Context: an optimization exercise on an open-source flow, tuned for small area. The choices shown serve that exercise and are no tape-out recipe.
Function was checked by simulation only, so behaviour that the tests miss may differ from the original.
No activity file was given, so power comes from the tool's default toggle rates.

==> inputs of 04-05 <==
==> flow/design.v (excerpt) <==
module fifo(clk, reset_n, rd_en, wr_en, d_in, d_out, full, empty, wr_ack, wr_err, rd_ack, rd_err, data_count, next_data_count);
==> module fifo, before the edit <==
module fifo(clk, reset_n, rd_en, wr_en, d_in, d_out, full, empty, wr_ack, wr_err, rd_ack, rd_err, data_count, next_data_count);
  input clk, reset_n, rd_en, wr_en;
  input [31:0] d_in;
  output full, empty, wr_ack, wr_err, rd_ack, rd_err;
  output [3:0] data_count, next_data_count;
  output [31:0] d_out;
  reg [3:0] cnt;
  reg wack, rack, err;
  reg [31:0] mem0, mem1, mem2, mem3, mem4, mem5, mem6, mem7;
  wire is_full  = cnt[3];
  wire is_empty = ~(cnt[3] | cnt[2] | cnt[1] | cnt[0]);
  wire do_wr = wr_en & ~is_full;
  wire do_rd = rd_en & ~is_empty & ~do_wr;
  wire do_err = (wr_en & is_full & ~rd_en) | (rd_en & is_empty & ~wr_en);
  wire [3:0] tgl;
  assign tgl[0] = do_wr | do_rd;
  assign tgl[1] = (do_wr & cnt[0]) | (do_rd & ~cnt[0]);
  assign tgl[2] = (do_wr & cnt[0] & cnt[1]) | (do_rd & ~cnt[0] & ~cnt[1]);
  assign tgl[3] = (do_wr & cnt[0] & cnt[1] & cnt[2]) | (do_rd & cnt[3]);
  assign next_data_count = cnt ^ tgl;
  always @(posedge clk or negedge reset_n) begin
    if (!reset_n) begin
      cnt  <= 4'd0;
      wack <= 1'b0;
      rack <= 1'b0;
      err  <= 1'b0;
    end else begin
      cnt  <= next_data_count;
      wack <= do_wr;
      rack <= do_rd;
      err  <= do_err;
    end
  end
  always @(posedge clk) begin
    if (do_wr) begin
      mem0 <= d_in;
      mem1 <= mem0;
      mem2 <= mem1;
      mem3 <= mem2;
      mem4 <= mem3;
      mem5 <= mem4;
      mem6 <= mem5;
      mem7 <= mem6;
    end
  end
  wire [7:0] sel;
  genvar gi;
  generate for (gi = 0; gi < 8; gi = gi + 1) begin : g_sel
    assign sel[gi] = rack & (cnt[2:0] == gi);
  end endgenerate
  genvar gb;
  generate for (gb = 0; gb < 32; gb = gb + 1) begin : g_rd
    fifo_rd_bit rd_bit(.sel(sel),
                       .d({mem7[gb], mem6[gb], mem5[gb], mem4[gb], mem3[gb], mem2[gb], mem1[gb], mem0[gb]}),
                       .q(d_out[gb]));
  end endgenerate
  assign data_count = cnt;
  assign full = is_full;
  assign empty = is_empty;
  assign wr_ack = wack;
  assign rd_ack = rack;
  assign wr_err = err & cnt[3];
  assign rd_err = err & ~cnt[3];
endmodule
==> module fifo_rd_bit, before the edit <==
module fifo_rd_bit(sel, d, q);
  input [7:0] sel, d;
  output q;
  wire n0, n1;
  fifo_aoi222 a0(.a(sel[2:0]), .b(d[2:0]), .y(n0));
  fifo_aoi222 a1(.a(sel[5:3]), .b(d[5:3]), .y(n1));
  assign q = ~(n0 & n1) | (sel[6] & d[6]) | (sel[7] & d[7]);
endmodule
Settings: LEC_CHECK=0, CAP_MARGIN=20, CORE_MARGIN=2, CORE_UTILIZATION=40, SLEW_MARGIN=20, SYNTH_HIERARCHICAL=1, SYNTH_MINIMUM_KEEP_SIZE=0; clock period 5.0 ns.
standard.sh (not shown) runs the stock make flow with config.mk's settings and CLKGATE_MAP_FILE= SYNTH_SCRIPT=/design/flow/synth_recipe.tcl, a recipe that flattens the netlist after the stock synthesis.
==> flow/flow/run.sh <==
#!/bin/bash
# Standard ORFS layout with these changes: port buffers use the smallest buffer
# cell, and CTS uses chosen clock buffers, larger sink clusters and no dummy loads.
set -euo pipefail
export BUFFER_PORTS_ARGS="-buffer_cell sky130_fd_sc_hd__buf_1"
export CTS_ARGS="-sink_clustering_enable -repair_clock_nets -dont_use_dummy_load -buf_list {sky130_fd_sc_hd__clkbuf_16} -sink_clustering_size 35 -sink_clustering_max_diameter 60"
bash standard.sh > flow_make.log 2>&1
==> inputs of 01-06, as changes to 04-05 <==
--- a/flow/design.v
+++ b/flow/design.v
@@ -9,14 +9,9 @@
   reg [31:0] mem0, mem1, mem2, mem3, mem4, mem5, mem6, mem7;
   wire is_full  = cnt[3];
-  wire is_empty = ~(cnt[3] | cnt[2] | cnt[1] | cnt[0]);
+  wire is_empty = (cnt == 4'd0);
   wire do_wr = wr_en & ~is_full;
   wire do_rd = rd_en & ~is_empty & ~do_wr;
   wire do_err = (wr_en & is_full & ~rd_en) | (rd_en & is_empty & ~wr_en);
-  wire [3:0] tgl;
-  assign tgl[0] = do_wr | do_rd;
-  assign tgl[1] = (do_wr & cnt[0]) | (do_rd & ~cnt[0]);
-  assign tgl[2] = (do_wr & cnt[0] & cnt[1]) | (do_rd & ~cnt[0] & ~cnt[1]);
-  assign tgl[3] = (do_wr & cnt[0] & cnt[1] & cnt[2]) | (do_rd & cnt[3]);
-  assign next_data_count = cnt ^ tgl;
+  assign next_data_count = do_wr ? cnt + 4'd1 : do_rd ? cnt - 4'd1 : cnt;
   always @(posedge clk or negedge reset_n) begin
     if (!reset_n) begin
@@ -66,8 +61,9 @@
   input [7:0] sel, d;
   output q;
-  wire n0, n1;
+  wire n0, n1, n2;
   fifo_aoi222 a0(.a(sel[2:0]), .b(d[2:0]), .y(n0));
   fifo_aoi222 a1(.a(sel[5:3]), .b(d[5:3]), .y(n1));
-  assign q = ~(n0 & n1) | (sel[6] & d[6]) | (sel[7] & d[7]);
+  fifo_aoi22  a2(.a(sel[7:6]), .b(d[7:6]), .y(n2));
+  assign q = ~(n0 & n1 & n2);
 endmodule
 module fifo_aoi222(a, b, y);
@@ -76,2 +72,7 @@
   assign y = ~|(a & b);
 endmodule
+module fifo_aoi22(a, b, y);
+  input [1:0] a, b;
+  output y;
+  assign y = ~|(a & b);
+endmodule
==> flow/flow/run.sh (replaced) <==
#!/bin/bash
# Standard ORFS layout with two changes: port buffers use the smallest buffer
# cell, and CTS adds no dummy load cells.
set -euo pipefail
export BUFFER_PORTS_ARGS="-buffer_cell sky130_fd_sc_hd__buf_1"
export CTS_ARGS="-sink_clustering_enable -repair_clock_nets -dont_use_dummy_load"
bash standard.sh > flow_make.log 2>&1
==> inputs of 05-15, as changes to 04-05 <==
==> flow/flow/run.sh (replaced) <==
#!/bin/bash
# Standard ORFS layout with these changes: after floorplan, synthesis buffers
# are removed and cells set to their smallest size (downsize.tcl); port buffers
# use the smallest buffer cell; CTS uses clkbuf_8, larger sink clusters and no
# dummy loads.
set -euo pipefail
here=$(cd "$(dirname "$0")" && pwd)
export POST_FLOORPLAN_TCL="$here/downsize.tcl"
export BUFFER_PORTS_ARGS="-buffer_cell sky130_fd_sc_hd__buf_1"
export CTS_ARGS="-sink_clustering_enable -repair_clock_nets -dont_use_dummy_load -buf_list {sky130_fd_sc_hd__clkbuf_4} -sink_clustering_size 12 -sink_clustering_max_diameter 50"
bash standard.sh > flow_make.log 2>&1
==> flow/flow/downsize.tcl (new file) <==
# After floorplan: drop the buffers synthesis inserted and give every
# combinational cell its smallest drive strength. Placement's repair_design and
# the later repair_timing passes add back whatever drive the layout needs.
remove_buffers
set n 0
foreach inst [get_cells *] {
  set master [get_property $inst ref_name]
  if {![regexp {^(sky130_fd_sc_hd__[a-z0-9]+)_([0-9]+)$} $master -> base sz]} { continue }
  if {[regexp {__(df|edf|sdf|dl|tap|fill|decap|conb|clk)} $base]} { continue }
  if {$sz <= 1} { continue }
  set lc [get_lib_cells -quiet ${base}_1]
  if {$lc == ""} { continue }
  replace_cell $inst $lc
  incr n
}
puts "downsize.tcl: resized $n cells to drive strength 1"
- CORE_UTILIZATION: 40 -> 65
==> flow_metrics.env <==
export IMPL_grt_use_met3_pct=2.74
export IMPL_synth_simple_area_share_pct=3.50
export IMPL_grt_max_degree=187
export IMPL_start_util_pct=40.6
export IMPL_die_h_um=158
export IMPL_pre_cts_slack_ps=1500
export IMPL_outcome="no timing/DRC/antenna violations"
export IMPL_grt_pass1_wl_mm=28.8
export IMPL_p_clk_share_pct=28.9
export IMPL_setup_slack_ps=1020
export IMPL_max_slew_margin_pct=26.3
export IMPL_clk_pin_slew_ps=50
export IMPL_r2r_end="mem6[29]"
export IMPL_multi_input_area_share_pct=14.4
export IMPL_fin_skew_ps=12.9
export IMPL_synth_compound_area_share_pct=11.8
export IMPL_peakVddDrop_v=0.000347
# the run above: 01-06

==> flow_metrics.env <==
export IMPL_grt_max_degree=193
export IMPL_setup_slack_ps=958
export IMPL_clk_pin_slew_ps=120
export IMPL_grt_use_met3_pct=3.60
export IMPL_max_slew_margin_pct=29.6
export IMPL_outcome="no timing/DRC/antenna violations"
export IMPL_synth_compound_area_share_pct=10.5
export IMPL_pre_cts_slack_ps=1650
export IMPL_fin_skew_ps=31.5
export IMPL_synth_simple_area_share_pct=3.57
# the run above: 05-15

==> flow_metrics.env <==
export IMPL_setup_slack_ps=1070
export IMPL_p_clk_share_pct=26.5
export IMPL_fin_skew_ps=49.9
export IMPL_outcome="no timing/DRC/antenna violations"
export IMPL_synth_compound_area_share_pct=10.5
export IMPL_max_slew_margin_pct=26.7
export IMPL_peakVddDrop_v=0.000231
export IMPL_die_h_um=156
export IMPL_grt_use_met3_pct=2.69
export IMPL_r2r_end="mem7[12]"
# the run above: 04-05


========
==> inputs of fjord <==
==> flow/design.v <==
module fifo(clk, reset_n, rd_en, wr_en, d_in, d_out, full, empty, wr_ack, wr_err, rd_ack, rd_err, data_count, next_data_count);
  input clk, reset_n, rd_en, wr_en;
  input [31:0] d_in;
  output full, empty, wr_ack, wr_err, rd_ack, rd_err;
  output [3:0] data_count, next_data_count;
  output [31:0] d_out;
  reg [3:0] cnt;
  reg wack, rack, err;
  reg [31:0] mem0, mem1, mem2, mem3, mem4, mem5, mem6, mem7;
  wire is_full  = cnt[3];
  wire is_empty = ~(cnt[3] | cnt[2] | cnt[1] | cnt[0]);
  wire do_wr = wr_en & ~is_full;
  wire do_rd = rd_en & ~is_empty & ~do_wr;
  wire do_err = (wr_en & is_full & ~rd_en) | (rd_en & is_empty & ~wr_en);
  wire [3:0] tgl;
  assign tgl[0] = do_wr | do_rd;
  assign tgl[1] = (do_wr & cnt[0]) | (do_rd & ~cnt[0]);
  assign tgl[2] = (do_wr & cnt[0] & cnt[1]) | (do_rd & ~cnt[0] & ~cnt[1]);
  assign tgl[3] = (do_wr & cnt[0] & cnt[1] & cnt[2]) | (do_rd & cnt[3]);
  assign next_data_count = cnt ^ tgl;
  always @(posedge clk or negedge reset_n) begin
    if (!reset_n) begin
      cnt  <= 4'd0;
      wack <= 1'b0;
      rack <= 1'b0;
      err  <= 1'b0;
    end else begin
      cnt  <= next_data_count;
      wack <= do_wr;
      rack <= do_rd;
      err  <= do_err;
    end
  end
  always @(posedge clk) begin
    if (do_wr) begin
      mem0 <= d_in;
      mem1 <= mem0;
      mem2 <= mem1;
      mem3 <= mem2;
      mem4 <= mem3;
      mem5 <= mem4;
      mem6 <= mem5;
      mem7 <= mem6;
    end
  end
  wire [7:0] sel;
  genvar gi;
  generate for (gi = 0; gi < 8; gi = gi + 1) begin : g_sel
    assign sel[gi] = rack & (cnt[2:0] == gi);
  end endgenerate
  genvar gb;
  generate for (gb = 0; gb < 32; gb = gb + 1) begin : g_rd
    fifo_rd_bit rd_bit(.sel(sel),
                       .d({mem7[gb], mem6[gb], mem5[gb], mem4[gb], mem3[gb], mem2[gb], mem1[gb], mem0[gb]}),
                       .q(d_out[gb]));
  end endgenerate
  assign data_count = cnt;
  assign full = is_full;
  assign empty = is_empty;
  assign wr_ack = wack;
  assign rd_ack = rack;
  assign wr_err = err & cnt[3];
  assign rd_err = err & ~cnt[3];
endmodule
module fifo_rd_bit(sel, d, q);
  input [7:0] sel, d;
  output q;
  wire n0, n1;
  fifo_aoi222 a0(.a(sel[2:0]), .b(d[2:0]), .y(n0));
  fifo_aoi222 a1(.a(sel[5:3]), .b(d[5:3]), .y(n1));
  assign q = ~(n0 & n1) | (sel[6] & d[6]) | (sel[7] & d[7]);
endmodule
module fifo_aoi222(a, b, y);
  input [2:0] a, b;
  output y;
  assign y = ~|(a & b);
endmodule
==> flow/flow/run.sh <==
#!/bin/bash
# Standard ORFS layout with these changes: after floorplan, synthesis buffers
# are removed and cells set to their smallest size (downsize.tcl); port buffers
# use the smallest buffer cell; CTS uses clkbuf_8, larger sink clusters and no
# dummy loads.
set -euo pipefail
here=$(cd "$(dirname "$0")" && pwd)
export POST_FLOORPLAN_TCL="$here/downsize.tcl"
export BUFFER_PORTS_ARGS="-buffer_cell sky130_fd_sc_hd__buf_1"
export CTS_ARGS="-sink_clustering_enable -repair_clock_nets -dont_use_dummy_load -buf_list {sky130_fd_sc_hd__clkbuf_4 sky130_fd_sc_hd__clkbuf_8} -root_buf sky130_fd_sc_hd__clkbuf_4 -sink_clustering_buffer sky130_fd_sc_hd__clkbuf_8 -sink_clustering_size 20 -sink_clustering_max_diameter 70"
bash standard.sh > flow_make.log 2>&1
==> flow/flow/downsize.tcl <==
# After floorplan: drop the buffers synthesis inserted and give every
# combinational cell its smallest drive strength. Placement's repair_design and
# the later repair_timing passes add back whatever drive the layout needs.
remove_buffers
set n 0
foreach inst [get_cells *] {
  set master [get_property $inst ref_name]
  if {![regexp {^(sky130_fd_sc_hd__[a-z0-9]+)_([0-9]+)$} $master -> base sz]} { continue }
  if {[regexp {__(df|edf|sdf|dl|tap|fill|decap|conb|clk)} $base]} { continue }
  if {$sz <= 1} { continue }
  set lc [get_lib_cells -quiet ${base}_1]
  if {$lc == ""} { continue }
  replace_cell $inst $lc
  incr n
}
puts "downsize.tcl: resized $n cells to drive strength 1"
==> flow/standard.sh <==
#!/bin/bash
# synth_recipe.tcl (not shown) runs the flow's synth.tcl, then flattens the netlist and writes it again
# the make line also repeats each setting of config.mk as NAME=value (left out here)
make -C /OpenROAD-flow-scripts/flow DESIGN_CONFIG=/design/flow/config.mk WORK_HOME=/design/flow/orfs CLKGATE_MAP_FILE= SYNTH_SCRIPT=/design/flow/synth_recipe.tcl "${@:-finish}"
==> flow/config.mk <==
export PLATFORM = sky130hd
export DESIGN_NAME = fifo
export DESIGN_NICKNAME = fifo
export VERILOG_FILES = /design/flow/design.v
export SDC_FILE = /design/flow/constraint.sdc
export NUM_CORES = 4
export LEC_CHECK = 0
export CAP_MARGIN = 20
export CORE_MARGIN = 2
export CORE_UTILIZATION = 40
export SLEW_MARGIN = 20
export SYNTH_HIERARCHICAL = 1
export SYNTH_MINIMUM_KEEP_SIZE = 0
==> flow/constraint.sdc <==
create_clock -name core_clock -period 5.0 [get_ports {clk}]
set_input_delay 1.0000 -clock core_clock [delete_from_list [all_inputs] [get_ports {clk}]]
set_output_delay 1.0000 -clock core_clock [all_outputs]
set_load 0.01 [all_outputs]
==> xenon (differences from fjord) <==
--- a/flow/design.v
+++ b/flow/design.v
@@ -9,14 +9,9 @@
   reg [31:0] mem0, mem1, mem2, mem3, mem4, mem5, mem6, mem7;
   wire is_full  = cnt[3];
-  wire is_empty = ~(cnt[3] | cnt[2] | cnt[1] | cnt[0]);
+  wire is_empty = (cnt == 4'd0);
   wire do_wr = wr_en & ~is_full;
   wire do_rd = rd_en & ~is_empty & ~do_wr;
   wire do_err = (wr_en & is_full & ~rd_en) | (rd_en & is_empty & ~wr_en);
-  wire [3:0] tgl;
-  assign tgl[0] = do_wr | do_rd;
-  assign tgl[1] = (do_wr & cnt[0]) | (do_rd & ~cnt[0]);
-  assign tgl[2] = (do_wr & cnt[0] & cnt[1]) | (do_rd & ~cnt[0] & ~cnt[1]);
-  assign tgl[3] = (do_wr & cnt[0] & cnt[1] & cnt[2]) | (do_rd & cnt[3]);
-  assign next_data_count = cnt ^ tgl;
+  assign next_data_count = do_wr ? cnt + 4'd1 : do_rd ? cnt - 4'd1 : cnt;
   always @(posedge clk or negedge reset_n) begin
     if (!reset_n) begin
@@ -66,8 +61,9 @@
   input [7:0] sel, d;
   output q;
-  wire n0, n1;
+  wire n0, n1, n2;
   fifo_aoi222 a0(.a(sel[2:0]), .b(d[2:0]), .y(n0));
   fifo_aoi222 a1(.a(sel[5:3]), .b(d[5:3]), .y(n1));
-  assign q = ~(n0 & n1) | (sel[6] & d[6]) | (sel[7] & d[7]);
+  fifo_aoi22  a2(.a(sel[7:6]), .b(d[7:6]), .y(n2));
+  assign q = ~(n0 & n1 & n2);
 endmodule
 module fifo_aoi222(a, b, y);
@@ -76,2 +72,7 @@
   assign y = ~|(a & b);
 endmodule
+module fifo_aoi22(a, b, y);
+  input [1:0] a, b;
+  output y;
+  assign y = ~|(a & b);
+endmodule
==> flow/run.sh (new file) <==
#!/bin/bash
# synth_recipe.tcl (not shown) runs the flow's synth.tcl, then flattens the netlist and writes it again
# the make line also repeats each setting of config.mk as NAME=value (left out here)
make -C /OpenROAD-flow-scripts/flow DESIGN_CONFIG=/design/flow/config.mk WORK_HOME=/design/flow/orfs CLKGATE_MAP_FILE= SYNTH_SCRIPT=/design/flow/synth_recipe.tcl finish
removed: flow/flow/run.sh
removed: flow/flow/downsize.tcl
removed: flow/standard.sh
==> ember (differences from fjord) <==
--- a/flow/design.v
+++ b/flow/design.v
@@ -8,15 +8,22 @@
   reg wack, rack, err;
   reg [31:0] mem0, mem1, mem2, mem3, mem4, mem5, mem6, mem7;
-  wire is_full  = cnt[3];
-  wire is_empty = ~(cnt[3] | cnt[2] | cnt[1] | cnt[0]);
-  wire do_wr = wr_en & ~is_full;
-  wire do_rd = rd_en & ~is_empty & ~do_wr;
-  wire do_err = (wr_en & is_full & ~rd_en) | (rd_en & is_empty & ~wr_en);
-  wire [3:0] tgl;
-  assign tgl[0] = do_wr | do_rd;
-  assign tgl[1] = (do_wr & cnt[0]) | (do_rd & ~cnt[0]);
-  assign tgl[2] = (do_wr & cnt[0] & cnt[1]) | (do_rd & ~cnt[0] & ~cnt[1]);
-  assign tgl[3] = (do_wr & cnt[0] & cnt[1] & cnt[2]) | (do_rd & cnt[3]);
-  assign next_data_count = cnt ^ tgl;
+  wire is_full = cnt[3];
+  wire is_empty, do_wr, do_rd, do_err, no_req, act;
+  fifo_nor4  g_empty(.a(cnt[3]), .b(cnt[2]), .c(cnt[1]), .d(cnt[0]), .y(is_empty));
+  fifo_andn  g_dowr(.a(wr_en), .b(cnt[3]), .y(do_wr));                  
+  fifo_nor2a g_dord(.a(do_wr), .b(is_empty), .c(rd_en), .y(do_rd));     
+  fifo_nor2  g_noreq(.a(wr_en), .b(rd_en), .y(no_req));
+  fifo_nor3  g_err(.a(do_wr), .b(do_rd), .c(no_req), .y(do_err));     
+  fifo_nor2  g_act(.a(no_req), .b(do_err), .y(act));                  
+  wire m1n, c01, n01, t2n, w3;
+  fifo_xor2  g_n0(.a(cnt[0]), .b(act), .y(next_data_count[0]));
+  fifo_mux2i g_m1(.s(cnt[0]), .a0(do_rd), .a1(do_wr), .y(m1n));
+  fifo_xnor2 g_n1(.a(cnt[1]), .b(m1n), .y(next_data_count[1]));
+  fifo_and2  g_c01(.a(cnt[0]), .b(cnt[1]), .y(c01));
+  fifo_nor2  g_n01(.a(cnt[0]), .b(cnt[1]), .y(n01));
+  fifo_aoi22 g_t2(.a1(do_wr), .a2(c01), .b1(do_rd), .b2(n01), .y(t2n));
+  fifo_xnor2 g_n2(.a(cnt[2]), .b(t2n), .y(next_data_count[2]));
+  fifo_and3  g_w3(.a(do_wr), .b(c01), .c(cnt[2]), .y(w3));
+  fifo_ndc3  g_n3(.full(cnt[3]), .rd(do_rd), .w3(w3), .y(next_data_count[3]));
   always @(posedge clk or negedge reset_n) begin
     if (!reset_n) begin
@@ -45,7 +52,15 @@
   end
   wire [7:0] sel;
+  wire [3:0] sel_lo;
+  fifo_sel_lo g_sl0(.r(rack), .c1(cnt[1]), .c0(cnt[0]), .y(sel_lo[0]));
+  fifo_sel_lo g_sl1(.r(rack), .c1(cnt[1]), .c0(~cnt[0]), .y(sel_lo[1]));
+  fifo_sel_lo g_sl2(.r(rack), .c1(~cnt[1]), .c0(cnt[0]), .y(sel_lo[2]));
+  fifo_sel_lo g_sl3(.r(rack), .c1(~cnt[1]), .c0(~cnt[0]), .y(sel_lo[3]));
+  wire cnt2_n;
+  fifo_inv g_c2n(.a(cnt[2]), .y(cnt2_n));
   genvar gi;
-  generate for (gi = 0; gi < 8; gi = gi + 1) begin : g_sel
-    assign sel[gi] = rack & (cnt[2:0] == gi);
+  generate for (gi = 0; gi < 4; gi = gi + 1) begin : g_sel
+    fifo_and2 g_lo(.a(sel_lo[gi]), .b(cnt2_n), .y(sel[gi]));
+    fifo_and2 g_hi(.a(sel_lo[gi]), .b(cnt[2]), .y(sel[gi + 4]));
   end endgenerate
   genvar gb;
@@ -60,6 +75,6 @@
   assign wr_ack = wack;
   assign rd_ack = rack;
-  assign wr_err = err & cnt[3];
-  assign rd_err = err & ~cnt[3];
+  fifo_and2 g_werr(.a(err), .b(cnt[3]), .y(wr_err));
+  fifo_andn g_rerr(.a(err), .b(cnt[3]), .y(rd_err));
 endmodule
 module fifo_rd_bit(sel, d, q);
@@ -76,2 +91,72 @@
   assign y = ~|(a & b);
 endmodule
+module fifo_nor4(a, b, c, d, y);
+  input a, b, c, d;
+  output y;
+  assign y = ~(a | b | c | d);
+endmodule
+module fifo_nor3(a, b, c, y);
+  input a, b, c;
+  output y;
+  assign y = ~(a | b | c);
+endmodule
+module fifo_nor2(a, b, y);
+  input a, b;
+  output y;
+  assign y = ~(a | b);
+endmodule
+module fifo_nor2a(a, b, c, y);
+  input a, b, c;
+  output y;
+  assign y = c & ~(a | b);
+endmodule
+module fifo_andn(a, b, y);
+  input a, b;
+  output y;
+  assign y = a & ~b;
+endmodule
+module fifo_and2(a, b, y);
+  input a, b;
+  output y;
+  assign y = a & b;
+endmodule
+module fifo_and3(a, b, c, y);
+  input a, b, c;
+  output y;
+  assign y = a & b & c;
+endmodule
+module fifo_xor2(a, b, y);
+  input a, b;
+  output y;
+  assign y = a ^ b;
+endmodule
+module fifo_xnor2(a, b, y);
+  input a, b;
+  output y;
+  assign y = ~(a ^ b);
+endmodule
+module fifo_mux2i(s, a0, a1, y);
+  input s, a0, a1;
+  output y;
+  assign y = ~(s ? a1 : a0);
+endmodule
+module fifo_aoi22(a1, a2, b1, b2, y);
+  input a1, a2, b1, b2;
+  output y;
+  assign y = ~((a1 & a2) | (b1 & b2));
+endmodule
+module fifo_ndc3(full, rd, w3, y);
+  input full, rd, w3;
+  output y;
+  assign y = (full & ~rd) | w3;
+endmodule
+module fifo_sel_lo(r, c1, c0, y);
+  input r, c1, c0;
+  output y;
+  assign y = r & ~c1 & ~c0;
+endmodule
+module fifo_inv(a, y);
+  input a;
+  output y;
+  assign y = ~a;
+endmodule
- CORE_UTILIZATION: 40 -> 70
==> notes <==
- The highest sequential power belongs to ember, the lowest to fjord.
- Area after synthesis, highest first: xenon, fjord, ember.
- Fmax, highest first: ember, fjord, xenon.
- In xenon the non-clock buffer count is higher than in fjord, by 2.
- Core utilization, highest first: ember, xenon, fjord.
- Between xenon and ember, the lower setup slack is in xenon (gap 640 ps).
- Clock skew: xenon < ember < fjord.

[separate check: timing with driven ports]
Ports are ideal in the flow. The routed layouts listed here were re-timed in OpenROAD.
Step 1 sets driving cells, clkbuf_16 on the clock port and buf_2 on the other inputs (assumed; they add their load-dependent delay and slew).
Step 2, shift: input delay + t, output delay - t, t = (earliest + latest rising clock arrival at the registers) / 2. This alone moves slack from input paths to output paths.
Three values: no drivers, after step 1, after step 2; two values: the first two.
| run | t (ns) | setup WS [ns] | worst setup path after step 2 | worst data-port slew with drivers (ns) |
|---|---|---|---|---|
| 04-05 | 0.521 | 1.071 / 1.028 / 1.549 | register to output | 0.03 |
| 01-06 | 0.555 | 1.023 / 0.977 / 1.532 | register to output | 0.04 |
| 05-15 | 0.669 | 0.958 / 0.922 / 1.592 | register to output | 0.06 |
| fjord | 0.631 | 0.823 / 0.786 / 1.417 | register to output | 0.05 |
| xenon | 0.562 | 0.531 / 0.483 / 0.920 | input to register | 0.03 |
| ember | 0.624 | 1.172 / 1.137 / 1.206 | input to output | 0.06 |
After both steps every run listed still meets setup and hold.
